This is an optimization exercise on Yosys and OpenROAD, whose aim is small area, a short achievable clock period and few clock cycles, not a production implementation.
RTL that was checked went through simulation tests only; none was proved equivalent to the original.
The RTL of runs 5 to 7 was laid out without a check of its function.
The flow treats the clock pin as an ideal source, which a real chip does not have.
Power figures rest on the tool's default switching activity, not on a simulated workload.

===== flow/config.mk =====
export PLATFORM = sky130hd
export DESIGN_NAME = day1_2
export DESIGN_NICKNAME = day1_2
export VERILOG_FILES = /design/flow/design.v
export SDC_FILE = /design/flow/constraint.sdc
export NUM_CORES = 4
export LEC_CHECK = 0
export CAP_MARGIN = 20
export CORE_MARGIN = 2
export CORE_UTILIZATION = 40
export SLEW_MARGIN = 20

===== flow/constraint.sdc =====
create_clock -name core_clock -period 10.0 [get_ports {clk}]
set_input_delay 2.0000 -clock core_clock [delete_from_list [all_inputs] [get_ports {clk}]]
set_output_delay 2.0000 -clock core_clock [all_outputs]
set_load 0.01 [all_outputs]

===== flow/design.v =====
module day1_2 (
    input  logic clk,
    input  logic rst,
    input  logic tvalid_rx,
    output logic tready_rx,
    input  logic [7:0] tdata_rx,
    input  logic tlast_rx,
    output logic tvalid_tx,
    input  logic tready_tx,
    output logic [31:0] tdata_tx,
    output logic tlast_tx
);
  logic       tv;           
  logic       tl;           
  logic       tn;           
  logic [4:0] td;           
  logic       rst_q;
  always_ff @(posedge clk) begin
    rst_q <= rst;
    tv <= tvalid_rx & ~rst;
    tl <= tlast_rx;
    tn <= ~tdata_rx[6];
    td <= tdata_rx[4:0];
  end
  logic [4:0] st;           
  logic [4:0] ns;
  logic       wf;           
  logic [3:0] wd;           
  wire l_e = (td == 5'd5);
  wire l_f = (td == 5'd6);
  wire l_g = (td == 5'd7);
  wire l_h = (td == 5'd8);
  wire l_i = (td == 5'd9);
  wire l_n = (td == 5'd14);
  wire l_o = (td == 5'd15);
  wire l_r = (td == 5'd18);
  wire l_s = (td == 5'd19);
  wire l_t = (td == 5'd20);
  wire l_u = (td == 5'd21);
  wire l_v = (td == 5'd22);
  wire l_w = (td == 5'd23);
  wire l_x = (td == 5'd24);
  wire l_z = (td == 5'd26);
  wire s_root = (st == 5'd0);
  wire s_e = (st == 5'd10);
  wire s_f = (st == 5'd11);
  wire s_n = (st == 5'd8);
  wire s_o = (st == 5'd3);
  wire s_s = (st == 5'd29);
  wire s_t = (st == 5'd9);
  wire s_z = (st == 5'd14);
  wire s_ei = (st == 5'd12);
  wire s_fi = (st == 5'd31);
  wire s_fo = (st == 5'd19);
  wire s_ni = (st == 5'd28);
  wire s_on = (st == 5'd1);
  wire s_se = (st == 5'd15);
  wire s_si = (st == 5'd7);
  wire s_th = (st == 5'd6);
  wire s_tw = (st == 5'd22);
  wire s_ze = (st == 5'd24);
  wire s_eig = (st == 5'd23);
  wire s_fiv = (st == 5'd4);
  wire s_fou = (st == 5'd20);
  wire s_nin = (st == 5'd2);
  wire s_sev = (st == 5'd16);
  wire s_thr = (st == 5'd21);
  wire s_zer = (st == 5'd13);
  wire s_eigh = (st == 5'd5);
  wire s_seve = (st == 5'd27);
  wire s_thre = (st == 5'd30);
  assign ns[0] = (l_e & (s_s | s_sev)) | l_f | (l_g & (s_ei)) | (l_h & (s_eig)) | (l_i & (s_f | s_s)) | (l_n & (s_o | s_fo)) | l_o | (l_r & (s_th | s_ze)) | l_s | l_t;
  assign ns[1] = (l_e & (s_root | s_e | s_f | s_n | s_o | s_s | s_t | s_ei | s_fi | s_fo | s_ni | s_on | s_se | s_si | s_th | s_tw | s_ze | s_eig | s_fiv | s_fou | s_nin | s_sev | s_thr | s_zer | s_eigh | s_seve | s_thre)) | l_f | (l_g & (s_ei)) | (l_h & (s_t)) | (l_i & (s_f | s_s)) | (l_n & (s_ni)) | l_o | (l_w & (s_t)) | l_z;
  assign ns[2] = (l_e & (s_s | s_thr)) | (l_g & (s_ei)) | (l_h & (s_t | s_eig)) | (l_i & (s_e | s_f | s_n | s_s | s_on | s_se | s_ze | s_nin | s_seve | s_thre)) | (l_r & (s_th | s_ze)) | l_s | (l_u & (s_fo)) | (l_v & (s_fi)) | (l_w & (s_t)) | l_z;
  assign ns[3] = l_e | l_f | (l_i & (s_e | s_f | s_n | s_on | s_se | s_ze | s_nin | s_seve | s_thre)) | (l_n & (s_root | s_e | s_f | s_n | s_s | s_t | s_z | s_ei | s_fi | s_on | s_se | s_si | s_th | s_tw | s_ze | s_eig | s_fiv | s_fou | s_nin | s_sev | s_thr | s_zer | s_eigh | s_seve | s_thre)) | (l_r & (s_ze)) | l_s | l_t | l_z;
  assign ns[4] = (l_e & (s_z | s_sev | s_thr)) | (l_g & (s_ei)) | (l_i & (s_f | s_n | s_on | s_nin)) | (l_o & (s_f)) | (l_r & (s_th)) | l_s | (l_u & (s_fo)) | (l_v & (s_se)) | (l_w & (s_t));
  assign wf = (l_e & (s_on | s_fiv | s_nin | s_thre)) | (l_n & (s_seve)) | (l_o & (s_tw | s_zer)) | (l_r & (s_fou)) | (l_t & (s_eigh)) | (l_x & (s_si));
  assign wd[0] = (l_e & (s_on | s_fiv | s_nin | s_thre)) | (l_n & (s_seve));
  assign wd[1] = (l_e & (s_thre)) | (l_n & (s_seve)) | (l_o & (s_tw)) | (l_x & (s_si));
  assign wd[2] = (l_e & (s_fiv)) | (l_n & (s_seve)) | (l_r & (s_fou)) | (l_x & (s_si));
  assign wd[3] = (l_e & (s_nin)) | (l_t & (s_eigh));
  logic [3:0] first_dig, last_dig;
  logic       mac;          
  logic [6:0] acc_lo;
  logic       cy;           
  logic [16:0] acc_hi;
  logic       done;
  wire found = tn | wf;
  wire [3:0] dig = tn ? td[3:0] : wd;
  wire [6:0] val = {first_dig, 3'b000} + {2'b00, first_dig, 1'b0} + {3'b000, last_dig};
  wire fresh = mac | (first_dig == 4'hF);
  always_ff @(posedge clk) begin
    if (rst_q) first_dig <= 4'hF;
    else if (tv && found && fresh) first_dig <= dig;
    else if (mac) first_dig <= 4'hF;
  end
  always_ff @(posedge clk) begin
    if (tv && found) last_dig <= dig;
  end
  always_ff @(posedge clk) begin
    if (rst_q) begin
      st     <= '0;
      mac    <= 1'b0;
      acc_lo <= '0;
      cy     <= 1'b0;
      acc_hi <= '0;
    end else begin
      if (tv) begin
        st   <= (tl || tn) ? 5'd0 : ns;
      end
      mac <= tv & tl;
      {cy, acc_lo} <= {1'b0, acc_lo} + (mac ? {1'b0, val} : 8'd0);
      acc_hi <= acc_hi + {16'd0, cy};
    end
  end
  always_ff @(posedge clk) begin
    done <= ~rst & tready_tx & ~tv & ~mac & ~cy;
  end
  assign tready_rx = 1'b1;
  assign tvalid_tx = done;
  assign tlast_tx  = done;
  assign tdata_tx  = {8'd0, acc_hi, acc_lo};
endmodule

===== flow/flow/run.sh =====
#!/bin/bash
# Layout flow: the standard synthesis, then its combinational logic re-optimised for area
# with ABC (deepsyn, then mapping at a 1.8 ns target; registers, their names and cell types
# kept), then the standard layout with
# small port buffers, a two-buffer clock tree (flow/clk2.tcl, run before CTS) and a
# tighter setup target for repair_timing.
set -euo pipefail
R=orfs/results/$FLOW_PLATFORM/day1_2/base
bash standard.sh synth > synth.log 2>&1
cp $R/1_2_yosys.v $R/1_2_yosys.std.v
LIB=$FLOW_HOME/platforms/$FLOW_PLATFORM/lib/sky130_fd_sc_hd__tt_025C_1v80.lib \
IN=$R/1_2_yosys.std.v OUT=$R/1_2_yosys.v yosys -c flow/resyn.tcl > resyn.log 2>&1
rm -f $R/1_synth.odb $R/1_synth.sdc
bash standard.sh BUFFER_PORTS_ARGS="-buffer_cell sky130_fd_sc_hd__buf_1" SETUP_SLACK_MARGIN=7.2 \
  PRE_CTS_TCL=$PWD/flow/clk2.tcl \
  CTS_ARGS="-sink_clustering_enable -repair_clock_nets -dont_use_dummy_load" finish > standard.log 2>&1

===== flow/flow/area.abc =====
strash
&get -n
&deepsyn -J 200 -S 1 -T 600
&put
dc2
dch -f
map -D 1800
topo

===== flow/flow/clk2.tcl =====
# Two clkbuf_16 driven by the clock port, each driving the flip-flops on its half of the core.
set block [ord::get_db_block]
set xs {}
set pins {}
foreach pin [get_pins -of_objects [get_nets clk] -filter "direction == input"] {
  set inst [[sta::sta_to_db_pin $pin] getInst]
  set bb [$inst getBBox]
  lappend pins [list [expr ([$bb xMin] + [$bb xMax]) / 2] [expr ([$bb yMin] + [$bb yMax]) / 2] [get_full_name $pin]]
}
set pins [lsort -integer -index 0 $pins]
set n [llength $pins]
set h [expr $n / 2]
set groups [list [lrange $pins 0 [expr $h - 1]] [lrange $pins $h end]]
set k 0
foreach g $groups {
  set sx 0; set sy 0; set names {}
  foreach p $g { set sx [expr $sx + [lindex $p 0]]; set sy [expr $sy + [lindex $p 1]]; lappend names [lindex $p 2] }
  set dbu [$block getDbUnitsPerMicron]
  set cx [expr double($sx) / [llength $g] / $dbu]
  set cy [expr double($sy) / [llength $g] / $dbu]
  insert_buffer -buffer_cell sky130_fd_sc_hd__clkbuf_16 -net clk -load_pins [get_pins $names] -location [list $cx $cy] -buffer_name clkroot_$k -net_name clknet_$k
  incr k
}
foreach i [$block getInsts] { if {[string match clkroot* [$i getName]]} { [[$i findITerm X] getNet] setSigType CLOCK; puts "CLKROOT [$i getName] [[$i getMaster] getName] [[[$i findITerm X] getNet] getName] [llength [[[$i findITerm X] getNet] getITerms]]" } }

===== flow/flow/resyn.tcl =====
# Re-map the combinational logic of the synthesized netlist for area.
# Flip-flops and tie cells stay as they are, with their instance names.
yosys -import
set lib $::env(LIB)
read_liberty -ignore_miss_func $lib
read_verilog $::env(IN)
hierarchy -top $::env(FLOW_TOP)
setattr -mod -set keep_hierarchy 1 sky130_fd_sc_hd__*df* sky130_fd_sc_hd__conb_*
flatten
opt_clean
abc -liberty $lib -script flow/area.abc -dont_use *lpflow* -dont_use *probe*
opt_clean -purge
tee -o resyn_stat.txt stat -liberty $lib
select $::env(FLOW_TOP)
write_verilog -noattr -selected $::env(OUT)

===== flow/standard.sh =====
#!/bin/bash
# synth_recipe.tcl (not shown) runs the flow's synth.tcl, then flattens the netlist and writes it again
# the make line also repeats each setting of config.mk as NAME=value (left out here)
make -C /OpenROAD-flow-scripts/flow DESIGN_CONFIG=/design/flow/config.mk WORK_HOME=/design/flow/orfs CLKGATE_MAP_FILE= SYNTH_SCRIPT=/design/flow/synth_recipe.tcl "${@:-finish}"

==> impl_metrics.tcl, run 1 <==
set metrics [dict create \
    grt_pass1_vias 2176 \
    total_power_uw 329 \
    start_kind "register" \
    slowest_stage "dfxtp_1" \
    ios 48 \
    fmax_mhz 366 \
    crit_path_end_kind "primary output" \
    area_growth_pct 13.1 \
    place_congestion 0.938 \
    num_vias 2514 \
    internal_power_uw 250 \
    powerDensity_mw_per_mm2 118 \
    seqPwrFrac_pct 63.2 \
    nNetsFinal 409 \
    dp_hpwl_mm 4.71 \
    syn-mean-instance-area_um2 7.09 \
    dp_cells 467 \
    drive_gt1_share_pct 7.61 \
    p_sw_uw 79.0 \
    dieArea_mm2 0.00683 \
    setup-tns-final_ns 0 \
    start_util_pct 41.6 \
    io_buffers 36 \
    required_ns 8.00 \
    worstHoldPathType "reg2reg" \
    slew_viol_final 0 \
    reg2reg_from "st[2]" \
    period_share_pct 27.3 \
    path_buf_inv 1 \
    grt_max_degree 26 \
    finalSetupViolCount 0 \
    drt_iter0_drc 122 \
    grt-ovfl-total 0 \
    outcome "timing/DRC/antenna clean" \
    stdcell_count 469 \
    wl_per_cell_um 12.7 \
    gr-usage-all-layers_pct 17.4 \
    clk_pin_slew_worst_paths_ns 0.10 \
    die_width_um 82.7 \
    fin_skew_ns 0.00462 \
    antenna_found_initial 0 \
    design.core.area_mm2 0.00596 \
    route.detailed.drc 0 \
    swShare_pct 24.0 \
    row_count 28 \
    cp_max_fo 5 \
    cts_hold_buf 0 \
    die_h_um 82.7 \
    syn_area_mm2 0.00247 \
    post_cts_buffers 0 \
    arrival_ns 0.73 \
    p_leak_nw 1.05 \
    grt_setup_unrepaired "false" \
    synth_cells 349 \
    firstDrtPassIters 5 \
    max_stage_delay_ns 0.39 \
    ir_worst_vdd_uv 144 \
    grt_pass1_wl_mm 9.72 \
    min_period_ns 2.73 \
    ant_nets 0 \
    via_per_inst 5.36 \
    critical_path.startpoint "acc_hi[0]" \
    wirelength_mm 5.94 \
    holdWs_ns 0.428 \
    critPathKind "reg2out" \
    antennaDiodeCount 0 \
    hold_violations 0 \
    clk_latency_ns 0.16 \
    hp-start "tl" \
    pwr-share-clk_pct 26.8 \
    cp_top_family "flip-flops" \
    cap_violations 0 \
    yosys_warnings 1 \
    combPwrFrac_pct 10.0 \
    path_cells "buf_1" \
    cts_resized 0 \
]
power by group through the flow:
stage / logic [mW] / registers [mW] / clock network (mW)
finish: 0.0329 / 0.208 / 0.0883
global route: 0.0382 / 0.209 / 0.0984
CTS: 0.0321 / 0.213 / 0.0657
detailed placement: 0.0320 / 0.213 / 0
global placement: 0.0321 / 0.213 / 0
floorplan: 0.0232 / 0.212 / 0
through the flow:
stage,cell area (um2),setup WS [ns],utilization [%]
3_5_place_dp,2730,7.28,45.8
3_3_place_gp,2730,7.22,45.8
2_1_floorplan,2500,7.60,-
6_report,2800,7.27,47.0
5_1_grt,2800,7.15,47.0
4_1_cts,2780,7.26,46.7
path summary, 6_finish.rpt:
path | endpoint | slack [ns] | cells after the start
min | mac | 0.43 | 2
min reg2reg | mac | 0.43 | 2
max reg2reg | last_dig[2] | 7.38 | 8
max | tdata_tx[7] | 7.27 | 1
state kept, by name, summed over array words and instances, names as in the netlist:
register,flops
acc_hi,17
acc_lo,7
st,5
td,5
first_dig,4
last_dig,4
cy,1
done,1
mac,1
rst_q,1
tl,1
tn,1
tv,1
placed cells by master (no fill, tap or decap), drive strengths merged, types with 2 or more instances in the layout:
cell,instances
edfxtp,4
nor2,67
nand4,2
a22oi,4
xnor2,2
nor3,12
o31ai,2
o21ai,39
nor4,6
or2,4
a21oi,22
conb,9
nand2,28
buf,36
a31oi,11
clkbuf,2
and3,14
o21a,2
nand3,13
inv,3
o22ai,3
xor2,3
dfxtp,45
clkinv,51
area by class of cell, without the clock buffers:
cell class	instances	area, um2
Fill cell	637	3160
Inverter	54	203
Multi-Input combinational cell	253	1300
Sequential cell	49	1020
Tap cell	75	93.8
Timing Repair Buffer	36	135
metal layers:
metal	track usage [%]	vias to the layer above	part of all wire (%)
li1	-	1288	-
met1	22.3	1110	43
met2	31.6	98	48
met3	1.20	18	6.6
met4	4.26	0	2.5
met5	0	-	0
Testbench counts, summed over its fixed seeds: cycles 33,504.
==> run 2: changes to the inputs <==
--- a/flow/flow/run.sh
+++ b/flow/flow/run.sh
@@ -2,4 +2,3 @@
 # Layout flow: the standard synthesis, then its combinational logic re-optimised for area
-# with ABC (deepsyn, then mapping at a 1.8 ns target; registers, their names and cell types
-# kept), then the standard layout with
+# with ABC (registers, their names and cell types kept), then the standard layout with
 # small port buffers, a two-buffer clock tree (flow/clk2.tcl, run before CTS) and a
--- a/flow/flow/clk2.tcl
+++ b/flow/flow/clk2.tcl
@@ -1,2 +1,2 @@
-# Two clkbuf_16 driven by the clock port, each driving the flip-flops on its half of the core.
+# Four clkbuf_8 driven by the clock port, each driving the flip-flops in its quarter of the core (by x).
 set block [ord::get_db_block]
@@ -12,3 +12,5 @@
 set h [expr $n / 2]
-set groups [list [lrange $pins 0 [expr $h - 1]] [lrange $pins $h end]]
+set G 4
+set groups {}
+for {set g 0} {$g < $G} {incr g} { lappend groups [lrange $pins [expr {$g * $n / $G}] [expr {($g + 1) * $n / $G - 1}]] }
 set k 0
@@ -20,3 +22,3 @@
   set cy [expr double($sy) / [llength $g] / $dbu]
-  insert_buffer -buffer_cell sky130_fd_sc_hd__clkbuf_16 -net clk -load_pins [get_pins $names] -location [list $cx $cy] -buffer_name clkroot_$k -net_name clknet_$k
+  insert_buffer -buffer_cell sky130_fd_sc_hd__clkbuf_8 -net clk -load_pins [get_pins $names] -location [list $cx $cy] -buffer_name clkroot_$k -net_name clknet_$k
   incr k
==> impl_metrics.tcl, run 2 <==
set metrics [dict create \
    pwr-share-clk_pct 27.1 \
    finalSetupViolCount 0 \
    yosys_warnings 1 \
    required_ns 8.00 \
    syn_area_mm2 0.00247 \
    final_cell_area_mm2 0.00282 \
    total_power_uw 330 \
    cp_max_fo 5 \
    drive_gt1_share_pct 8.59 \
    combPwrFrac_pct 10.0 \
    ir_worst_vdd_uv 111 \
    wirelength_mm 6.03 \
    crit_path_end_kind "primary output" \
    via_per_inst 5.35 \
    fmax_mhz 370 \
    fin_skew_ns 0.00935 \
    path_cells "buf_1" \
    seqPwrFrac_pct 63.0 \
    internal_power_uw 250 \
    final_cell_mix "nor2_1, clkinv_1, dfxtp_1, o21ai_0, buf_1" \
    swShare_pct 24.3 \
    grt_setup_unrepaired "false" \
    firstDrtPassIters 4 \
    nNetsFinal 411 \
    design.core.area_mm2 0.00596 \
    ios 48 \
    min_period_ns 2.71 \
    critPathKind "reg2out" \
    multi_input_area_mm2 0.00131 \
    antennaDiodeCount 0 \
    num_vias 2521 \
    dp_hpwl_mm 4.71 \
    postLayoutCoreUtil_pct 47.3 \
    regArea_mm2 0.00102 \
    cp_top_family "flip-flops" \
    dieArea_mm2 0.00683 \
    grt_pass1_vias 2205 \
    arrival_ns 0.71 \
    post_cts_buffers 0 \
    outcome "timing/DRC/antenna clean" \
    path_buf_inv 1 \
    ant_nets 0 \
    largest_register_ffs 17 \
    cap_violations 0 \
    powerDensity_mw_per_mm2 117 \
    clk_latency_ns 0.15 \
    grt_pass1_wl_mm 9.80 \
    clk_pin_slew_worst_paths_ns 0.08 \
    place_area_mm2 0.00273 \
    max_stage_delay_ns 0.39 \
    top_register "acc_hi" \
    final_common_cell "nor2_1" \
    row_count 28 \
    gr-usage-all-layers_pct 17.6 \
    stdcell_count 471 \
    p_leak_nw 1.05 \
    start_kind "register" \
    slowest_stage "dfxtp_1" \
    hold_violations 0 \
    fillerInstances 636 \
    wl_per_cell_um 12.8 \
    route.detailed.drc 0 \
    area_growth_pct 13.8 \
    grt_max_degree 20 \
    die_h_um 82.7 \
    top_regs "acc_hi (17), acc_lo (7)" \
    dp_cells 467 \
    period_share_pct 27.1 \
    die_width_um 82.7 \
    place_congestion 0.938 \
    p_sw_uw 80.3 \
    synth_cells 349 \
    grt-ovfl-total 0 \
    worstHoldPathType "reg2reg" \
    syn-mean-instance-area_um2 7.09 \
    start_util_pct 41.6 \
    antenna_found_initial 0 \
    slew_viol_final 0 \
    drt_iter0_drc 112 \
    setup-tns-final_ns 0 \
    io_buffers 36 \
]
[run 2: repair_timing]
item	4_1_cts	5_1_grt
gates resized for setup	0	12
hold buffers	0	0
setup endpoints to repair	0	6
[run 2: area by class of cell, without the clock buffers]
class,instances,share of cell area [%]
Inverter,54,7.20
Tap cell,75,3.33
Sequential cell,49,36.3
Timing Repair Buffer,36,4.80
Multi-Input combinational cell,253,46.4
[run 2: worst register-to-register path, stage by stage, from the launching register on]
cell and delay [ns]:
dfxtp_1 0.53, clkinv_1 0.29, nor3_1 0.42, clkinv_1 0.18
o32ai_1 0.42, a21oi_1 0.13, nand3_1 0.11, clkinv_1 0.12
nor2_4 0.16
[run 2: power groups by stage]
stage / logic [mW] / registers [mW] / clock network [mW]
2_1_floorplan: 0.0232 / 0.212 / 0
3_3_place_gp: 0.0321 / 0.213 / 0
3_5_place_dp: 0.0320 / 0.213 / 0
4_1_cts: 0.0321 / 0.213 / 0.0659
5_1_grt: 0.0382 / 0.209 / 0.101
6_report: 0.0330 / 0.208 / 0.0894
[run 2: through the flow]
stage                     worst slack, ns  hold slack (ns)
final                                7.29            0.427
after detailed placement             7.28            0.418
after global placement               7.22            0.415
after CTS                            7.26            0.418
after global routing                 7.15            0.461
after floorplan                      7.60            0.403
[run 2: path summary, 6_finish.rpt]
| kind | start | to | slack, ns | depth (start not counted) |
|---|---|---|---|---|
| setup / recovery | acc_hi[0] | tdata_tx[7] | 7.29 | 1 |
| hold / removal | tl | mac | 0.43 | 2 |
| setup reg to reg | st[2] | last_dig[2] | 7.34 | 8 |
| hold reg to reg | tl | mac | 0.43 | 2 |
[run 2: layer usage]
layer	wire length, um	track usage (%)	up-vias	part of all wire, %
li1	-	-	1286	-
met1	2530	21.9	1116	42
met2	2930	31.9	101	49
met3	367	1.52	18	6.1
met4	199	5.74	0	3.3
met5	0	0	-	0
==> run 3: changes to the inputs <==
--- a/flow/design.v
+++ b/flow/design.v
@@ -81,3 +81,4 @@
   assign wd[3] = (l_e & (s_nin)) | (l_t & (s_eigh));
-  logic [3:0] first_dig, last_dig;
+  logic [3:0] last_dig;     
+  logic       add10;        
   logic       mac;          
@@ -89,11 +90,9 @@
   wire [3:0] dig = tn ? td[3:0] : wd;
-  wire [6:0] val = {first_dig, 3'b000} + {2'b00, first_dig, 1'b0} + {3'b000, last_dig};
-  wire fresh = mac | (first_dig == 4'hF);
+  wire [6:0] ten = {last_dig, 3'b000} + {2'b00, last_dig, 1'b0};
+  wire [6:0] val = ({7{add10}} & ten) + ({7{mac}} & {3'b000, last_dig});
+  wire fresh = mac | (last_dig == 4'hF);
   always_ff @(posedge clk) begin
-    if (rst_q) first_dig <= 4'hF;
-    else if (tv && found && fresh) first_dig <= dig;
-    else if (mac) first_dig <= 4'hF;
-  end
-  always_ff @(posedge clk) begin
-    if (tv && found) last_dig <= dig;
+    if (rst_q) last_dig <= 4'hF;
+    else if (tv && found) last_dig <= dig;
+    else if (mac) last_dig <= 4'hF;
   end
@@ -103,2 +102,3 @@
       mac    <= 1'b0;
+      add10  <= 1'b0;
       acc_lo <= '0;
@@ -111,3 +111,4 @@
       mac <= tv & tl;
-      {cy, acc_lo} <= {1'b0, acc_lo} + (mac ? {1'b0, val} : 8'd0);
+      add10 <= tv & found & fresh;
+      {cy, acc_lo} <= {1'b0, acc_lo} + {1'b0, val};
       acc_hi <= acc_hi + {16'd0, cy};
@@ -116,3 +117,3 @@
   always_ff @(posedge clk) begin
-    done <= ~rst & tready_tx & ~tv & ~mac & ~cy;
+    done <= ~rst & tready_tx & ~tv & ~mac & ~add10 & ~cy;
   end
--- a/flow/flow/clk2.tcl
+++ b/flow/flow/clk2.tcl
@@ -1,2 +1,2 @@
-# Four clkbuf_8 driven by the clock port, each driving the flip-flops in its quarter of the core (by x).
+# Two clkbuf_16 driven by the clock port, each driving the flip-flops on its half of the core.
 set block [ord::get_db_block]
@@ -12,5 +12,3 @@
 set h [expr $n / 2]
-set G 4
-set groups {}
-for {set g 0} {$g < $G} {incr g} { lappend groups [lrange $pins [expr {$g * $n / $G}] [expr {($g + 1) * $n / $G - 1}]] }
+set groups [list [lrange $pins 0 [expr $h - 1]] [lrange $pins $h end]]
 set k 0
@@ -22,3 +20,3 @@
   set cy [expr double($sy) / [llength $g] / $dbu]
-  insert_buffer -buffer_cell sky130_fd_sc_hd__clkbuf_8 -net clk -load_pins [get_pins $names] -location [list $cx $cy] -buffer_name clkroot_$k -net_name clknet_$k
+  insert_buffer -buffer_cell sky130_fd_sc_hd__clkbuf_16 -net clk -load_pins [get_pins $names] -location [list $cx $cy] -buffer_name clkroot_$k -net_name clknet_$k
   incr k
==> impl_metrics.tcl, run 3 <==
set metrics [dict create \
    yosys_warnings 1 \
    antenna_found_initial 0 \
    grt_max_degree 24 \
    hold_violations 0 \
    dp_hpwl_mm 4.49 \
    ir_worst_vdd_uv 107 \
    cts_hold_buf 0 \
    gr-usage-all-layers_pct 17.1 \
    slew_viol_final 0 \
    holdWs_ns 0.436 \
    fmax_mhz 365 \
    nNetsFinal 407 \
    via_per_inst 5.27 \
    die_width_um 80.4 \
    synth_cells 347 \
    cp_top_family "flip-flops" \
    clk_pin_slew_worst_paths_ns 0.09 \
    row_count 27 \
    period_share_pct 27.4 \
    path_buf_inv 1 \
    fillerInstances 578 \
    crit_path_end_kind "primary output" \
    place_congestion 0.946 \
    worstHoldPathType "reg2reg" \
    start_kind "register" \
    required_ns 8.00 \
    setup_ws_ns 7.26 \
    grt_setup_unrepaired "true" \
    setup-tns-final_ns 0 \
    cap_violations 0 \
    ios 48 \
    wl_per_cell_um 12.4 \
    max_stage_delay_ns 0.41 \
    num_vias 2444 \
    clk_latency_ns 0.15 \
    ant_nets 0 \
    path_cells "buf_1" \
    grt_pass1_wl_mm 9.20 \
    io_buffers 36 \
    pre_cts_slack_ns 7.14 \
    grt_pass1_vias 2113 \
    critPathKind "reg2out" \
    dp_cells 462 \
    outcome "timing/DRC/antenna clean" \
    arrival_ns 0.74 \
    grt-ovfl-total 0 \
    final_cell_mix "clkinv_1, nor2_1, nand2_1, dfxtp_1, o21ai_0" \
    fin_skew_ns 0.00595 \
    slowest_stage "dfxtp_1" \
    dieArea_mm2 0.00647 \
    top_regs "acc_hi (17), acc_lo (7)" \
    wirelength_mm 5.74 \
    p_leak_nw 0.978 \
    top_register "acc_hi" \
    largest_register_ffs 17 \
    stdcell_count 464 \
    syn-mean-instance-area_um2 6.74 \
    drive_gt1_share_pct 5.87 \
    firstDrtPassIters 5 \
    min_period_ns 2.74 \
    syn_area_mm2 0.00234 \
    die_h_um 80.4 \
    powerDensity_mw_per_mm2 112 \
    antennaDiodeCount 0 \
    slew-limit-headroom_pct 59.2 \
    area_growth_pct 16.2 \
    design.core.area_mm2 0.00557 \
    post_cts_buffers 0 \
    finalSetupViolCount 0 \
    drt_iter0_drc 178 \
    cp_max_fo 3 \
    tightest_slew_ns 0.608 \
    route.detailed.drc 0 \
    start_util_pct 41.9 \
]
==> run 3: routing by layer <==
metal,share of wire [%],routed length (um),GRT usage (%),up-vias
met5,0,0,0,-
met4,0.49,28,0.847,0
met3,6.1,353,1.12,4
met2,46,2650,30.7,83
met1,47,2710,23.5,1095
li1,-,-,-,1262
==> run 3: what timing repair did <==
action | 4_1_cts | 5_1_grt
setup endpoints to repair | 2 | 9
pin swaps | 0 | 1
resized for setup | 2 | 17
hold endpoints to repair | 0 | 0
==> run 3: tightest hold or removal path, delay by kind of cell (launching register included) <==
family        cells  cell delay [ns]
flops             1             0.33
buf+inv           1             0.05
simple gates      1             0.03
==> run 3: power breakdown <==
part | internal (mW) | switching [mW]
Clock | 0.0366 | 0.0459
Combinational | 0.00957 | 0.0198
Sequential | 0.188 | 0.00593
==> run 3: cell type report, without the clock buffers <==
type	count	area (um2)	share of cell area (%)
inverter	59	221	8.16
multi-input combinational	249	1290	47.6
sequential	46	927	34.1
tap	72	90.1	3.32
timing repair buffer	36	135	4.98
==> run 3: stage by stage <==
step	utilization, %	cell area [um2]	power, mW
3_5_place_dp	46.4	2590	0.225
3_3_place_gp	46.4	2590	0.225
4_1_cts	47.5	2650	0.289
5_1_grt	48.7	2720	0.319
6_report	48.7	2720	0.305
2_1_floorplan	-	2360	0.216
==> run 3: final timing paths <==
path / depth (start not counted) / to / startpoint / slack [ns]
setup / recovery: 1 / tdata_tx[3] / acc_lo[3] / 7.26
hold reg to reg: 2 / mac / tl / 0.44
hold / removal: 2 / mac / tl / 0.44
setup reg to reg: 13 / last_dig[0] / td[4] / 7.42
Testbench counts of run 3, summed over its fixed seeds: cycles 33,500.
==> run 4: changes to the inputs <==
--- a/flow/flow/run.sh
+++ b/flow/flow/run.sh
@@ -2,3 +2,4 @@
 # Layout flow: the standard synthesis, then its combinational logic re-optimised for area
-# with ABC (registers, their names and cell types kept), then the standard layout with
+# with ABC (deepsyn, then mapping at a 1.8 ns target; registers, their names and cell types
+# kept), then the standard layout with
 # small port buffers, a two-buffer clock tree (flow/clk2.tcl, run before CTS) and a
==> impl_metrics.tcl, run 4 <==
set metrics [dict create \
    die_h_um 80.4 \
    ir_worst_vdd_uv 107 \
    syn-mean-instance-area_um2 6.74 \
    pre_cts_slack_ns 7.14 \
    final_cell_mix "clkinv_1, nor2_1, nand2_1, dfxtp_1, o21ai_0" \
    dp_cells 462 \
    place_congestion 0.946 \
    combPwrFrac_pct 9.6 \
    clk_pin_slew_worst_paths_ns 0.09 \
    critPathKind "reg2out" \
    cts_hold_buf 0 \
    largest_register_ffs 17 \
    route.detailed.drc 0 \
    fmax_mhz 365 \
    antennaDiodeCount 0 \
    p_sw_uw 71.6 \
    design.core.area_mm2 0.00557 \
    required_ns 8.00 \
    start_util_pct 41.9 \
    row_count 27 \
    start_kind "register" \
    antenna_found_initial 0 \
    hold_violations 0 \
    ant_nets 0 \
    slowest_stage "dfxtp_1" \
    cap_violations 0 \
    grt_pass1_vias 2113 \
    finalSetupViolCount 0 \
    grt_pass1_wl_mm 9.20 \
    io_buffers 36 \
    outcome "timing/DRC/antenna clean" \
    slew-limit-headroom_pct 59.2 \
    ios 48 \
    worstHoldPathType "reg2reg" \
    syn_area_mm2 0.00234 \
    setup_ws_ns 7.26 \
    drive_gt1_share_pct 5.87 \
    gr-usage-all-layers_pct 17.1 \
    worst-r2r-setup-slack_ns 7.42 \
    cp_max_fo 3 \
    grt_max_degree 24 \
    fillerInstances 578 \
    yosys_warnings 1 \
    fin_skew_ns 0.00595 \
    dp_hpwl_mm 4.49 \
    p_leak_nw 0.978 \
    powerDensity_mw_per_mm2 112 \
    tightest_slew_ns 0.608 \
    area_growth_pct 16.2 \
    swShare_pct 23.4 \
    num_vias 2444 \
    place_area_mm2 0.00259 \
    nNetsFinal 407 \
    dieArea_mm2 0.00647 \
    wirelength_mm 5.74 \
    via_per_inst 5.27 \
    drt_iter0_drc 178 \
    grt_setup_unrepaired "true" \
    cp_top_family "flip-flops" \
    synth_cells 347 \
    internal_power_uw 234 \
    grt-ovfl-total 0 \
    crit_path_end_kind "primary output" \
    period_share_pct 27.4 \
    path_buf_inv 1 \
    path_cells "buf_1" \
    seqPwrFrac_pct 63.4 \
    arrival_ns 0.74 \
    max_stage_delay_ns 0.41 \
    total_power_uw 305 \
    slew_viol_final 0 \
    setup-tns-final_ns 0 \
    min_period_ns 2.74 \
    wl_per_cell_um 12.4 \
    top_register "acc_hi" \
    top_regs "acc_hi (17), acc_lo (7)" \
    pwr-share-clk_pct 27.0 \
    firstDrtPassIters 5 \
    final_cell_area_mm2 0.00272 \
    stdcell_count 464 \
    die_width_um 80.4 \
    clk_latency_ns 0.15 \
]
-- run 4: final cells by class, without the clock buffers --
type                            instances  area (um2)  share of cell area, %
Timing Repair Buffer                   36         135                   4.98
Inverter                               59         221                   8.16
Tap cell                               72        90.1                   3.32
Sequential cell                        46         927                   34.1
Multi-Input combinational cell        249        1290                   47.6
-- run 4: power by group through the flow --
stage	clock network (mW)	logic, mW	registers [mW]
2_1_floorplan	0	0.0194	0.197
3_3_place_gp	0	0.0277	0.198
3_5_place_dp	0	0.0274	0.198
4_1_cts	0.0638	0.0277	0.198
5_1_grt	0.0919	0.0332	0.194
6_report	0.0825	0.0293	0.193
-- run 4: stage by stage --
| step | utilization, % | hold WS [ns] |
|---|---|---|
| finish | 48.7 | 0.436 |
| global route | 48.7 | 0.468 |
| CTS | 47.5 | 0.426 |
| detailed placement | 46.4 | 0.432 |
| global placement | 46.4 | 0.434 |
| floorplan | - | 0.403 |
-- run 4: path summary, 6_finish.rpt --
path | from | end | depth (start not counted)
worst min-delay path | tl | mac | 2
worst min register to register | tl | mac | 2
worst max-delay path | acc_lo[3] | tdata_tx[3] | 1
worst max register to register | td[4] | last_dig[0] | 13
-- run 4: routing by layer --
layer  vias to the layer above  routed length, um  GRT usage, %
met5                         -                  0             0
met4                         0                 28         0.847
met3                         4                353          1.12
met2                        83               2650          30.7
met1                      1095               2710          23.5
li1                       1262                  -             -
-- run 4: timing repair --
item / in CTS / in global routing
pin swaps: 0 / 1
endpoints found under the setup margin: 2 / 9
buffers inserted: 0 / 0
resized for setup: 2 / 17
cloned: 0 / 0
==> run 5: changes to the inputs <==
--- a/flow/design.v
+++ b/flow/design.v
@@ -44,34 +44,34 @@
   wire s_root = (st == 5'd0);
-  wire s_e = (st == 5'd10);
-  wire s_f = (st == 5'd11);
+  wire s_e = (st == 5'd17);
+  wire s_f = (st == 5'd1);
   wire s_n = (st == 5'd8);
-  wire s_o = (st == 5'd3);
-  wire s_s = (st == 5'd29);
-  wire s_t = (st == 5'd9);
-  wire s_z = (st == 5'd14);
-  wire s_ei = (st == 5'd12);
-  wire s_fi = (st == 5'd31);
-  wire s_fo = (st == 5'd19);
-  wire s_ni = (st == 5'd28);
-  wire s_on = (st == 5'd1);
-  wire s_se = (st == 5'd15);
-  wire s_si = (st == 5'd7);
-  wire s_th = (st == 5'd6);
-  wire s_tw = (st == 5'd22);
-  wire s_ze = (st == 5'd24);
-  wire s_eig = (st == 5'd23);
-  wire s_fiv = (st == 5'd4);
-  wire s_fou = (st == 5'd20);
-  wire s_nin = (st == 5'd2);
-  wire s_sev = (st == 5'd16);
-  wire s_thr = (st == 5'd21);
-  wire s_zer = (st == 5'd13);
-  wire s_eigh = (st == 5'd5);
-  wire s_seve = (st == 5'd27);
-  wire s_thre = (st == 5'd30);
-  assign ns[0] = (l_e & (s_s | s_sev)) | l_f | (l_g & (s_ei)) | (l_h & (s_eig)) | (l_i & (s_f | s_s)) | (l_n & (s_o | s_fo)) | l_o | (l_r & (s_th | s_ze)) | l_s | l_t;
-  assign ns[1] = (l_e & (s_root | s_e | s_f | s_n | s_o | s_s | s_t | s_ei | s_fi | s_fo | s_ni | s_on | s_se | s_si | s_th | s_tw | s_ze | s_eig | s_fiv | s_fou | s_nin | s_sev | s_thr | s_zer | s_eigh | s_seve | s_thre)) | l_f | (l_g & (s_ei)) | (l_h & (s_t)) | (l_i & (s_f | s_s)) | (l_n & (s_ni)) | l_o | (l_w & (s_t)) | l_z;
-  assign ns[2] = (l_e & (s_s | s_thr)) | (l_g & (s_ei)) | (l_h & (s_t | s_eig)) | (l_i & (s_e | s_f | s_n | s_s | s_on | s_se | s_ze | s_nin | s_seve | s_thre)) | (l_r & (s_th | s_ze)) | l_s | (l_u & (s_fo)) | (l_v & (s_fi)) | (l_w & (s_t)) | l_z;
-  assign ns[3] = l_e | l_f | (l_i & (s_e | s_f | s_n | s_on | s_se | s_ze | s_nin | s_seve | s_thre)) | (l_n & (s_root | s_e | s_f | s_n | s_s | s_t | s_z | s_ei | s_fi | s_on | s_se | s_si | s_th | s_tw | s_ze | s_eig | s_fiv | s_fou | s_nin | s_sev | s_thr | s_zer | s_eigh | s_seve | s_thre)) | (l_r & (s_ze)) | l_s | l_t | l_z;
-  assign ns[4] = (l_e & (s_z | s_sev | s_thr)) | (l_g & (s_ei)) | (l_i & (s_f | s_n | s_on | s_nin)) | (l_o & (s_f)) | (l_r & (s_th)) | l_s | (l_u & (s_fo)) | (l_v & (s_se)) | (l_w & (s_t));
+  wire s_o = (st == 5'd28);
+  wire s_s = (st == 5'd12);
+  wire s_t = (st == 5'd25);
+  wire s_z = (st == 5'd24);
+  wire s_ei = (st == 5'd18);
+  wire s_fi = (st == 5'd2);
+  wire s_fo = (st == 5'd29);
+  wire s_ni = (st == 5'd9);
+  wire s_on = (st == 5'd11);
+  wire s_se = (st == 5'd26);
+  wire s_si = (st == 5'd19);
+  wire s_th = (st == 5'd30);
+  wire s_tw = (st == 5'd3);
+  wire s_ze = (st == 5'd6);
+  wire s_eig = (st == 5'd14);
+  wire s_fiv = (st == 5'd27);
+  wire s_fou = (st == 5'd15);
+  wire s_nin = (st == 5'd10);
+  wire s_sev = (st == 5'd20);
+  wire s_thr = (st == 5'd16);
+  wire s_zer = (st == 5'd31);
+  wire s_eigh = (st == 5'd13);
+  wire s_seve = (st == 5'd5);
+  wire s_thre = (st == 5'd7);
+  assign ns[0] = (l_e & (s_root | s_e | s_f | s_n | s_o | s_t | s_ei | s_fi | s_fo | s_ni | s_on | s_se | s_si | s_th | s_tw | s_ze | s_eig | s_fiv | s_fou | s_nin | s_sev | s_thr | s_zer | s_eigh | s_seve | s_thre)) | l_f | (l_h & (s_eig)) | (l_i & (s_n | s_s | s_on | s_nin)) | (l_n & (s_o | s_fo)) | (l_o & (s_f)) | (l_r & (s_ze)) | l_t | (l_u & (s_fo)) | (l_v & (s_fi)) | (l_w & (s_t));
+  assign ns[1] = (l_e & (s_s | s_z | s_thr)) | (l_g & (s_ei)) | (l_h & (s_t)) | (l_i & (s_e | s_f | s_s | s_se | s_ze | s_seve | s_thre)) | (l_n & (s_o | s_fo | s_ni)) | (l_r & (s_ze)) | (l_u & (s_fo)) | (l_v & (s_fi)) | (l_w & (s_t));
+  assign ns[2] = (l_e & (s_z | s_sev | s_thr)) | (l_g & (s_ei)) | (l_h & (s_t | s_eig)) | l_o | (l_r & (s_ze)) | l_s | (l_u & (s_fo)) | (l_v & (s_se));
+  assign ns[3] = (l_e & (s_s)) | (l_g & (s_ei)) | (l_h & (s_t | s_eig)) | (l_i & (s_n | s_on | s_nin)) | l_n | l_o | (l_r & (s_ze)) | l_s | l_t | (l_u & (s_fo)) | (l_v & (s_fi)) | l_z;
+  assign ns[4] = (l_e & (s_root | s_e | s_f | s_n | s_o | s_s | s_t | s_ei | s_fi | s_fo | s_ni | s_on | s_se | s_si | s_th | s_tw | s_ze | s_eig | s_fiv | s_fou | s_nin | s_zer | s_eigh | s_seve | s_thre)) | (l_h & (s_t)) | (l_i & (s_e | s_s | s_se | s_ze | s_seve | s_thre)) | l_o | (l_r & (s_th | s_ze)) | l_t | (l_v & (s_fi | s_se)) | l_z;
   assign wf = (l_e & (s_on | s_fiv | s_nin | s_thre)) | (l_n & (s_seve)) | (l_o & (s_tw | s_zer)) | (l_r & (s_fou)) | (l_t & (s_eigh)) | (l_x & (s_si));
--- a/flow/flow/run.sh
+++ b/flow/flow/run.sh
@@ -2,4 +2,3 @@
 # Layout flow: the standard synthesis, then its combinational logic re-optimised for area
-# with ABC (deepsyn, then mapping at a 1.8 ns target; registers, their names and cell types
-# kept), then the standard layout with
+# with ABC (registers, their names and cell types kept), then the standard layout with
 # small port buffers, a two-buffer clock tree (flow/clk2.tcl, run before CTS) and a
==> impl_metrics.tcl, run 5 <==
set metrics [dict create \
    reg2reg_from "td[0]" \
    cp_max_fo 3 \
    syn-mean-instance-area_um2 7.03 \
    dieArea_mm2 0.00639 \
    endpoint "tdata_tx[3]" \
    wl_per_cell_um 12.8 \
    drive_gt1_share_pct 9.55 \
    fillerInstances 597 \
    die_width_um 79.9 \
    start_util_pct 41.6 \
    start_kind "register" \
    ant_nets 0 \
    setup-tns-final_ns 0 \
    required_ns 8.00 \
    grt_max_degree 24 \
    hold_violations 0 \
    outcome "timing/DRC/antenna clean" \
    max_stage_delay_ns 0.41 \
    grt_setup_unrepaired "false" \
    drt_iter0_drc 229 \
    row_count 27 \
    design.core.area_mm2 0.00554 \
    largest_register_ffs 17 \
    cts_hold_buf 0 \
    tightest_slew_ns 0.585 \
    route.detailed.drc 0 \
    worst-r2r-setup-slack_ns 7.43 \
    top_register "acc_hi" \
    clk_pin_slew_worst_paths_ns 0.09 \
    worstHoldPathType "reg2reg" \
    ios 48 \
    slowest_stage "dfxtp_1" \
    path_depth 1 \
    gr-usage-all-layers_pct 17.7 \
    pre_cts_slack_ns 7.26 \
    top_regs "acc_hi (17), acc_lo (7)" \
    grt-ovfl-total 0 \
    grt_pass1_vias 2086 \
    num_vias 2382 \
    dp_hpwl_mm 4.42 \
    reg2reg_depth 13 \
    finalSetupViolCount 0 \
    cp_top_family "flip-flops" \
    syn_area_mm2 0.00231 \
    crit_path_end_kind "primary output" \
    antenna_found_initial 0 \
    yosys_warnings 1 \
    final_cell_mix "nor2_1, clkinv_1, dfxtp_1, buf_1, nand2_1" \
    slew-limit-headroom_pct 60.5 \
    slew_viol_final 0 \
    fmax_mhz 365 \
    path_cells "buf_1" \
    critical_path.startpoint "acc_lo[3]" \
    grt_pass1_wl_mm 9.53 \
    setup_ws_ns 7.26 \
    critPathKind "reg2out" \
    synth_cells 328 \
    clk_latency_ns 0.16 \
    io_buffers 36 \
    die_h_um 79.9 \
    period_share_pct 27.4 \
    place_congestion 0.951 \
    final_cell_area_mm2 0.00269 \
    place_area_mm2 0.00256 \
    min_period_ns 2.74 \
    antennaDiodeCount 0 \
    arrival_ns 0.74 \
    wirelength_mm 5.77 \
    final_common_cell "nor2_1" \
    fin_skew_ns 0.00535 \
    nNetsFinal 392 \
    p_leak_nw 1.03 \
    area_growth_pct 16.6 \
    rr_endpoint "st[1]" \
    path_buf_inv 1 \
    via_per_inst 5.31 \
    cap_violations 0 \
    powerDensity_mw_per_mm2 117 \
    firstDrtPassIters 4 \
    ir_worst_vdd_uv 83.9 \
]
## run 5: routing by layer
| layer | up-vias | wire [um] | part of all wire (%) | track usage [%] |
|---|---|---|---|---|
| met5 | - | 0 | 0 | 0 |
| met4 | 0 | 37 | 0.64 | 1.53 |
| met3 | 4 | 423 | 7.3 | 1.58 |
| met2 | 91 | 2610 | 45 | 28.5 |
| met1 | 1070 | 2700 | 47 | 26.6 |
| li1 | 1217 | - | - | - |
## run 5: final cells by class, without the clock buffers
type | instances | area, um2 | area share (%)
Inverter | 47 | 180 | 6.69
Multi-Input combinational cell | 242 | 1280 | 47.6
Sequential cell | 46 | 926 | 34.4
Tap cell | 72 | 90.1 | 3.35
Timing Repair Buffer | 40 | 165 | 6.14
## run 5: worst min path at each step
stage,start,to,slack (ns),cells past startpoint
finish,tl,mac,0.41,2
floorplan,tl,mac,0.40,2
CTS,tl,mac,0.42,2
global placement,tl,mac,0.41,2
detailed placement,tl,mac,0.42,2
global route,tl,mac,0.43,2
## run 5: report_power, final
part	switching [mW]	internal, mW	total [mW]
registers	0.00677	0.189	0.195
clock network	0.0485	0.0367	0.0852
logic	0.0220	0.0118	0.0337
total	0.0772	0.237	0.314
## run 5: per-stage QoR
step / total power [mW] / hold slack [ns] / utilization [%] / instances
2_1_floorplan: 0.221 / 0.403 / - / 335
3_3_place_gp: 0.230 / 0.413 / 46.2 / 443
3_5_place_dp: 0.231 / 0.416 / 46.2 / 443
4_1_cts: 0.295 / 0.416 / 47.1 / 445
5_1_grt: 0.330 / 0.433 / 48.6 / 449
6_report: 0.314 / 0.413 / 48.6 / 449
## run 5: what timing repair did
action / CTS / global route
setup buffers: 0 / 4
resized for setup: 0 / 18
hold endpoints to repair: 0 / 0
setup endpoints to repair: 0 / 12
==> run 6: changes to the inputs <==
--- a/flow/design.v
+++ b/flow/design.v
@@ -81,4 +81,3 @@
   assign wd[3] = (l_e & (s_nin)) | (l_t & (s_eigh));
-  logic [3:0] last_dig;     
-  logic       add10;        
+  logic [3:0] first_dig, last_dig;
   logic       mac;          
@@ -90,9 +89,11 @@
   wire [3:0] dig = tn ? td[3:0] : wd;
-  wire [6:0] ten = {last_dig, 3'b000} + {2'b00, last_dig, 1'b0};
-  wire [6:0] val = ({7{add10}} & ten) + ({7{mac}} & {3'b000, last_dig});
-  wire fresh = mac | (last_dig == 4'hF);
+  wire [6:0] val = {first_dig, 3'b000} + {2'b00, first_dig, 1'b0} + {3'b000, last_dig};
+  wire fresh = mac | (first_dig == 4'hF);
   always_ff @(posedge clk) begin
-    if (rst_q) last_dig <= 4'hF;
-    else if (tv && found) last_dig <= dig;
-    else if (mac) last_dig <= 4'hF;
+    if (rst_q) first_dig <= 4'hF;
+    else if (tv && found && fresh) first_dig <= dig;
+    else if (mac) first_dig <= 4'hF;
+  end
+  always_ff @(posedge clk) begin
+    if (tv && found) last_dig <= dig;
   end
@@ -102,3 +103,2 @@
       mac    <= 1'b0;
-      add10  <= 1'b0;
       acc_lo <= '0;
@@ -111,4 +111,3 @@
       mac <= tv & tl;
-      add10 <= tv & found & fresh;
-      {cy, acc_lo} <= {1'b0, acc_lo} + {1'b0, val};
+      {cy, acc_lo} <= {1'b0, acc_lo} + (mac ? {1'b0, val} : 8'd0);
       acc_hi <= acc_hi + {16'd0, cy};
@@ -117,3 +116,3 @@
   always_ff @(posedge clk) begin
-    done <= ~rst & tready_tx & ~tv & ~mac & ~add10 & ~cy;
+    done <= ~rst & tready_tx & ~tv & ~mac & ~cy;
   end
==> impl_metrics.tcl, run 6 <==
set metrics [dict create \
    outcome "timing/DRC/antenna clean" \
    design.core.area_mm2 0.00592 \
    period_share_pct 27.4 \
    place_area_mm2 0.00271 \
    place_congestion 0.959 \
    syn_area_mm2 0.00245 \
    fillerInstances 614 \
    path_cells "buf_1" \
    ir_worst_vdd_uv 100 \
    final_cell_mix "clkinv_1, nor2_1, dfxtp_1, buf_1, nand2_1" \
    powerDensity_mw_per_mm2 114 \
    route.detailed.drc 0 \
    final_common_cell "clkinv_1" \
    slew-limit-headroom_pct 38.2 \
    row_count 28 \
    ant_nets 0 \
    antenna_found_initial 0 \
    setup-tns-final_ns 0 \
    grt_pass1_wl_mm 9.51 \
    cts_hold_buf 0 \
    firstDrtPassIters 6 \
    wl_per_cell_um 12.6 \
    pre_cts_slack_ns 7.00 \
    via_per_inst 5.27 \
    fmax_mhz 365 \
    cp_max_fo 5 \
    start_kind "register" \
    stdcell_count 470 \
    clk_latency_ns 0.16 \
    p_leak_nw 1.01 \
    setup_ws_ns 7.26 \
    required_ns 8.00 \
    start_util_pct 41.4 \
    grt_pass1_vias 2138 \
    grt_max_degree 26 \
    drive_gt1_share_pct 9.87 \
    yosys_warnings 1 \
    syn-mean-instance-area_um2 7.07 \
    cp_top_family "flip-flops" \
    worstHoldPathType "reg2reg" \
    top_regs "acc_hi (17), acc_lo (7)" \
    grt_setup_unrepaired "true" \
    slowest_stage "dfxtp_1" \
    dp_hpwl_mm 4.58 \
    clk_pin_slew_worst_paths_ns 0.10 \
    worst-r2r-setup-slack_ns 7.35 \
    top_register "acc_hi" \
    nNetsFinal 410 \
    crit_path_end_kind "primary output" \
    largest_register_ffs 17 \
    regArea_mm2 0.00103 \
    path_buf_inv 1 \
    hold_violations 0 \
    fin_skew_ns 0.0134 \
    max_stage_delay_ns 0.40 \
    drt_iter0_drc 81 \
    die_width_um 82.3 \
    critPathKind "reg2out" \
    area_growth_pct 17.4 \
    finalSetupViolCount 0 \
    dp_cells 465 \
    min_period_ns 2.74 \
    grt-ovfl-total 0 \
    ios 48 \
    num_vias 2476 \
    tightest_slew_ns 0.904 \
    final_cell_area_mm2 0.00288 \
    cap_violations 0 \
    synth_cells 347 \
    slew_viol_final 0 \
    antennaDiodeCount 0 \
    arrival_ns 0.74 \
    multi_input_area_mm2 0.00132 \
    io_buffers 36 \
    die_h_um 82.3 \
    wirelength_mm 5.93 \
    dieArea_mm2 0.00677 \
    gr-usage-all-layers_pct 17.4 \
]
run 6: path summary, 6_finish.rpt:
| path | start | cells past startpoint | to |
|---|---|---|---|
| worst max-delay path | acc_hi[0] | 1 | tdata_tx[7] |
| worst min-delay path | tl | 2 | mac |
| worst max register to register | td[1] | 11 | first_dig[0] |
| worst min register to register | tl | 2 | mac |
run 6: per-layer routing:
layer  up-vias  part of all wire (%)  global-route usage (%)
met1      1099                    45                    23.8
li1       1279                     -                       -
met3        13                   5.8                    1.30
met4         0                   1.7                    3.17
met5         -                     0                       0
met2        85                    48                    30.2
run 6: power by group:
part	leakage, nW	total (mW)	internal [mW]	switching, mW
Clock	0.0246	0.0869	0.0368	0.0501
Sequential	0.405	0.209	0.202	0.00626
Combinational	0.581	0.0322	0.0117	0.0206
Total	1.01	0.328	0.251	0.0769
run 6: repair_timing:
item                       CTS  global route
buffers inserted             0             3
pin swaps                    0             4
gates resized for setup      2            26
setup endpoints to repair    7            13
run 6: layout make-up, without the clock buffers:
cell class              count  share of cell area (%)
multi-input cells         244                    45.7
flip-flops and latches     49                    35.7
inverters                  61                    8.08
repair buffers             39                    5.48
well taps                  75                    3.26
run 6: tightest hold or removal path, delay by kind of cell, from the launching register on:
kind                   cells  cell delay, ns
buffers and inverters      1            0.04
flip-flops                 1            0.33
AND/OR/NAND/NOR            1            0.03
run 6: metrics by stage:
stage | hold slack [ns] | util [%] | total power, mW
5_1_grt | 0.453 | 48.6 | 0.340
4_1_cts | 0.425 | 46.7 | 0.308
6_report | 0.430 | 48.6 | 0.328
3_3_place_gp | 0.430 | 45.7 | 0.242
2_1_floorplan | 0.403 | - | 0.233
3_5_place_dp | 0.425 | 45.7 | 0.242
==> run 7: changes to the inputs <==
==> flow/design.v (replaced) <==
module day1_2 (
    input  logic clk,
    input  logic rst,
    input  logic tvalid_rx,
    output logic tready_rx,
    input  logic [7:0] tdata_rx,
    input  logic tlast_rx,
    output logic tvalid_tx,
    input  logic tready_tx,
    output logic [31:0] tdata_tx,
    output logic tlast_tx
);
  logic       tv;           
  logic       tl;           
  logic       tn;           
  logic [4:0] td;           
  logic       rst_q;
  always_ff @(posedge clk) begin
    rst_q <= rst;
    tv <= tvalid_rx & ~rst;
    tl <= tlast_rx;
    tn <= ~tdata_rx[6];
    td <= tdata_rx[4:0];
  end
  logic [4:0] st;           
  logic [4:0] ns;
  logic       wf;           
  logic [3:0] wd;           
  wire l_e = (td == 5'd5);
  wire l_f = (td == 5'd6);
  wire l_g = (td == 5'd7);
  wire l_h = (td == 5'd8);
  wire l_i = (td == 5'd9);
  wire l_n = (td == 5'd14);
  wire l_o = (td == 5'd15);
  wire l_r = (td == 5'd18);
  wire l_s = (td == 5'd19);
  wire l_t = (td == 5'd20);
  wire l_u = (td == 5'd21);
  wire l_v = (td == 5'd22);
  wire l_w = (td == 5'd23);
  wire l_x = (td == 5'd24);
  wire l_z = (td == 5'd26);
  wire s_root = (st == 5'd0);
  wire s_e = (st == 5'd4);
  wire s_f = (st == 5'd15);
  wire s_n = (st == 5'd13);
  wire s_o = (st == 5'd8);
  wire s_s = (st == 5'd27);
  wire s_t = (st == 5'd30);
  wire s_z = (st == 5'd26);
  wire s_ei = (st == 5'd21);
  wire s_fi = (st == 5'd10);
  wire s_fo = (st == 5'd14);
  wire s_ni = (st == 5'd31);
  wire s_on = (st == 5'd1);
  wire s_se = (st == 5'd29);
  wire s_si = (st == 5'd6);
  wire s_th = (st == 5'd28);
  wire s_tw = (st == 5'd2);
  wire s_ze = (st == 5'd25);
  wire s_eig = (st == 5'd17);
  wire s_fiv = (st == 5'd5);
  wire s_fou = (st == 5'd20);
  wire s_nin = (st == 5'd9);
  wire s_sev = (st == 5'd3);
  wire s_thr = (st == 5'd12);
  wire s_zer = (st == 5'd16);
  wire s_eigh = (st == 5'd24);
  wire s_seve = (st == 5'd23);
  wire s_thre = (st == 5'd19);
  assign ns[0] = (l_e & (s_s | s_z | s_sev | s_thr)) | l_f | (l_g & (s_ei)) | (l_i & (s_e | s_n | s_on | s_se | s_ze | s_nin | s_seve | s_thre)) | l_n | l_s | (l_v & (s_fi | s_se));
  assign ns[1] = (l_e & (s_sev | s_thr)) | l_f | (l_i & (s_f | s_n | s_s | s_on | s_nin)) | (l_o & (s_f)) | l_s | l_t | (l_v & (s_se)) | (l_w & (s_t)) | l_z;
  assign ns[2] = (l_e & (s_root | s_e | s_f | s_n | s_o | s_s | s_t | s_ei | s_fi | s_fo | s_ni | s_on | s_se | s_si | s_th | s_tw | s_ze | s_eig | s_fiv | s_fou | s_nin | s_sev | s_zer | s_eigh | s_seve | s_thre)) | l_f | (l_h & (s_t)) | (l_i & (s_e | s_n | s_s | s_on | s_se | s_ze | s_nin | s_seve | s_thre)) | (l_n & (s_root | s_e | s_f | s_n | s_s | s_t | s_z | s_ei | s_fi | s_on | s_se | s_si | s_th | s_tw | s_ze | s_eig | s_fiv | s_fou | s_nin | s_sev | s_thr | s_zer | s_eigh | s_seve | s_thre)) | (l_o & (s_f)) | (l_r & (s_th)) | l_t | (l_u & (s_fo)) | (l_v & (s_fi));
  assign ns[3] = (l_e & (s_s | s_z)) | l_f | (l_h & (s_t | s_eig)) | (l_i & (s_f | s_n | s_on | s_nin)) | (l_n & (s_root | s_e | s_f | s_n | s_s | s_t | s_z | s_ei | s_fi | s_ni | s_on | s_se | s_si | s_th | s_tw | s_ze | s_eig | s_fiv | s_fou | s_nin | s_sev | s_thr | s_zer | s_eigh | s_seve | s_thre)) | l_o | (l_r & (s_th)) | l_s | l_t | l_z;
  assign ns[4] = (l_e & (s_s | s_z | s_sev | s_thr)) | (l_g & (s_ei)) | (l_h & (s_t | s_eig)) | (l_i & (s_e | s_n | s_on | s_se | s_ze | s_nin | s_seve | s_thre)) | (l_r & (s_ze)) | l_s | l_t | (l_u & (s_fo)) | l_z;
  assign wf = (l_e & (s_on | s_fiv | s_nin | s_thre)) | (l_n & (s_seve)) | (l_o & (s_tw | s_zer)) | (l_r & (s_fou)) | (l_t & (s_eigh)) | (l_x & (s_si));
  assign wd = st[3:0];
  logic [3:0] first_dig, last_dig;
  logic       mac;          
  logic [6:0] acc_lo;
  logic       cy;           
  logic [16:0] acc_hi;
  logic       done;
  wire found = tn | wf;
  wire [3:0] dig = tn ? td[3:0] : wd;
  wire [6:0] val = {first_dig, 3'b000} + {2'b00, first_dig, 1'b0} + {3'b000, last_dig};
  wire fresh = mac | (first_dig == 4'hF);
  always_ff @(posedge clk) begin
    if (rst_q) first_dig <= 4'hF;
    else if (tv && found && fresh) first_dig <= dig;
    else if (mac) first_dig <= 4'hF;
  end
  always_ff @(posedge clk) begin
    if (tv && found) last_dig <= dig;
  end
  always_ff @(posedge clk) begin
    if (rst_q) begin
      st     <= '0;
      mac    <= 1'b0;
      acc_lo <= '0;
      cy     <= 1'b0;
      acc_hi <= '0;
    end else begin
      if (tv) begin
        st   <= (tl || tn) ? 5'd0 : ns;
      end
      mac <= tv & tl;
      {cy, acc_lo} <= {1'b0, acc_lo} + (mac ? {1'b0, val} : 8'd0);
      acc_hi <= acc_hi + {16'd0, cy};
    end
  end
  always_ff @(posedge clk) begin
    done <= ~rst & tready_tx & ~tv & ~mac & ~cy;
  end
  assign tready_rx = 1'b1;
  assign tvalid_tx = done;
  assign tlast_tx  = done;
  assign tdata_tx  = {8'd0, acc_hi, acc_lo};
endmodule
==> impl_metrics.tcl, run 7 <==
set metrics [dict create \
    outcome "timing/DRC/antenna clean" \
    dr.max_layer_used "met4" \
    area_growth_pct 15.3 \
    dp_cells 480 \
    rr_endpoint "acc_lo[6]" \
    place_congestion 0.948 \
    nNetsFinal 424 \
    gr-usage-all-layers_pct 17.1 \
    syn-mean-instance-area_um2 6.85 \
    ant_nets 0 \
    fin_skew_ns 0.00762 \
    io_buffers 36 \
    tightest_slew_ns 0.666 \
    total_power_uw 328 \
    die_width_um 82.8 \
    critPathKind "reg2out" \
    firstDrtPassIters 6 \
    powerDensity_mw_per_mm2 115 \
    syn_area_mm2 0.00248 \
    start_kind "register" \
    grt_pass1_wl_mm 9.54 \
    final_cell_area_mm2 0.00286 \
    internal_power_uw 251 \
    fmax_mhz 366 \
    grt_setup_unrepaired "false" \
    wl_met2_mm 2.89 \
    cp_top_family "flip-flops" \
    start_util_pct 41.7 \
    dieArea_mm2 0.00685 \
    cp_max_fo 4 \
    wl_met1_mm 2.50 \
    period_share_pct 27.3 \
    fillerInstances 607 \
    slew_viol_final 0 \
    die_h_um 82.8 \
    top_regs "acc_hi (17), acc_lo (7)" \
    drive_gt1_share_pct 8.56 \
    required_ns 8.00 \
    ir_worst_vdd_uv 103 \
    dr_wl_met3_um 314 \
    dp_hpwl_mm 4.47 \
    via_per_inst 5.20 \
    wirelength_mm 5.83 \
    p_sw_uw 76.5 \
    grt-ovfl-total 0 \
    hold_violations 0 \
    path_buf_inv 1 \
    final_common_cell "nor2_1" \
    setup_ws_ns 7.27 \
    reg2reg_from "last_dig[2]" \
    max_stage_delay_ns 0.40 \
    pre_cts_slack_ns 7.32 \
    combPwrFrac_pct 10.1 \
    grt_max_degree 26 \
    clk_pin_slew_worst_paths_ns 0.09 \
    finalSetupViolCount 0 \
    min_period_ns 2.73 \
    ios 48 \
    wl_per_cell_um 12.0 \
    path_cells "buf_1" \
    reg2reg_depth 15 \
    worst-r2r-setup-slack_ns 7.44 \
    place_area_mm2 0.00274 \
    route.detailed.drc 0 \
    pwr-share-clk_pct 26.0 \
    num_vias 2516 \
    setup-tns-final_ns 0 \
    synth_cells 362 \
    stdcell_count 484 \
    crit_path_end_kind "primary output" \
    slew-limit-headroom_pct 55.3 \
    row_count 28 \
    slowest_stage "dfxtp_1" \
    grt_pass1_vias 2220 \
    final_cell_mix "nor2_1, clkinv_1, nand2_1, dfxtp_1" \
    top_register "acc_hi" \
    holdWs_ns 0.436 \
    design.core.area_mm2 0.00596 \
    postLayoutCoreUtil_pct 48.0 \
    clk_latency_ns 0.16 \
    yosys_warnings 1 \
    p_leak_nw 1.06 \
    seqPwrFrac_pct 63.9 \
    largest_register_ffs 17 \
    swShare_pct 23.4 \
    drt_iter0_drc 154 \
    arrival_ns 0.73 \
    cap_violations 0 \
    critical_path.startpoint "acc_lo[0]" \
    endpoint "tdata_tx[0]" \
    antenna_found_initial 0 \
    antennaDiodeCount 0 \
    path_depth 1 \
    worstHoldPathType "reg2reg" \
]
## run 7: area by class of cell, without the clock buffers
cell class              count  area [um2]  share of cell area, %
multi-input cells         259        1310                   45.9
flip-flops and latches     49        1020                   35.8
inverters                  61         229                   8.01
repair buffers             38         150                   5.25
well taps                  75        93.8                   3.28
## run 7: how the worst min path moves through the flow
stage,to,depth (start not counted),slack (ns),start
after global placement,mac,2,0.44,tl
after global routing,mac,2,0.47,tl
after detailed placement,mac,2,0.43,tl
final,mac,2,0.44,tl
after CTS,mac,2,0.43,tl
after floorplan,mac,2,0.40,tl
## run 7: routing by layer
| layer | GRT usage, % | vias to the layer above |
|---|---|---|
| li1 | - | 1298 |
| met1 | 21.0 | 1111 |
| met2 | 32.7 | 95 |
| met3 | 1.41 | 12 |
| met4 | 2.79 | 0 |
| met5 | 0 | - |
## run 7: repair_timing
| action | CTS | global route |
|---|---|---|
| hold buffers | 0 | 0 |
| endpoints found under the setup margin | 0 | 4 |
| buffers inserted | 0 | 2 |
| endpoints found under the hold margin | 0 | 0 |
| resized for setup | 0 | 20 |
## run 7: power by group through the flow
stage	combinational, mW	clock [mW]	sequential [mW]
finish	0.0330	0.0853	0.209
global route	0.0382	0.0996	0.210
CTS	0.0315	0.0657	0.214
detailed placement	0.0313	0	0.214
global placement	0.0313	0	0.214
floorplan	0.0231	0	0.213
## run 7: tightest hold or removal path, stage by stage (launching register included)
cell      delay, ns
dfxtp_1        0.33
clkinv_1       0.04
nor2_1         0.03

## port drivers added, routing unchanged
Ports are ideal in the flow. The routed layouts listed here were re-timed in OpenROAD. Step 1, drivers: a clkbuf_16 drives clk and a buf_2 each remaining input, both assumed. Step 2 also shifts input and output timing later by t, the mid clock arrival at the registers, as if the neighbouring blocks saw the same clock. Three values: ideal, step 1, step 2; two values: the first two.
run	t, ns	setup WS [ns]	hold WS [ns]	worst setup path after step 2	slew at the worst register clock pin (ns)
run 1	0.207	7.271 / 7.220 / 7.379	0.428 / 0.428 / 0.428	register to register	0.10 / 0.10
run 2	0.197	7.294 / 7.242 / 7.338	0.427 / 0.427 / 0.427	register to register	0.09 / 0.09
run 3	0.200	7.258 / 7.209 / 7.409	0.436 / 0.436 / 0.436	register to output	0.09 / 0.09
run 4	0.200	7.258 / 7.209 / 7.409	0.436 / 0.436 / 0.436	register to output	0.09 / 0.09
run 5	0.200	7.262 / 7.216 / 7.416	0.413 / 0.413 / 0.413	register to output	0.09 / 0.09
run 6	0.206	7.262 / 7.212 / 7.349	0.430 / 0.430 / 0.430	register to register	0.10 / 0.10
run 7	0.200	7.271 / 7.224 / 7.424	0.436 / 0.436 / 0.436	register to output	0.09 / 0.09
After both steps every run listed still meets setup and hold.
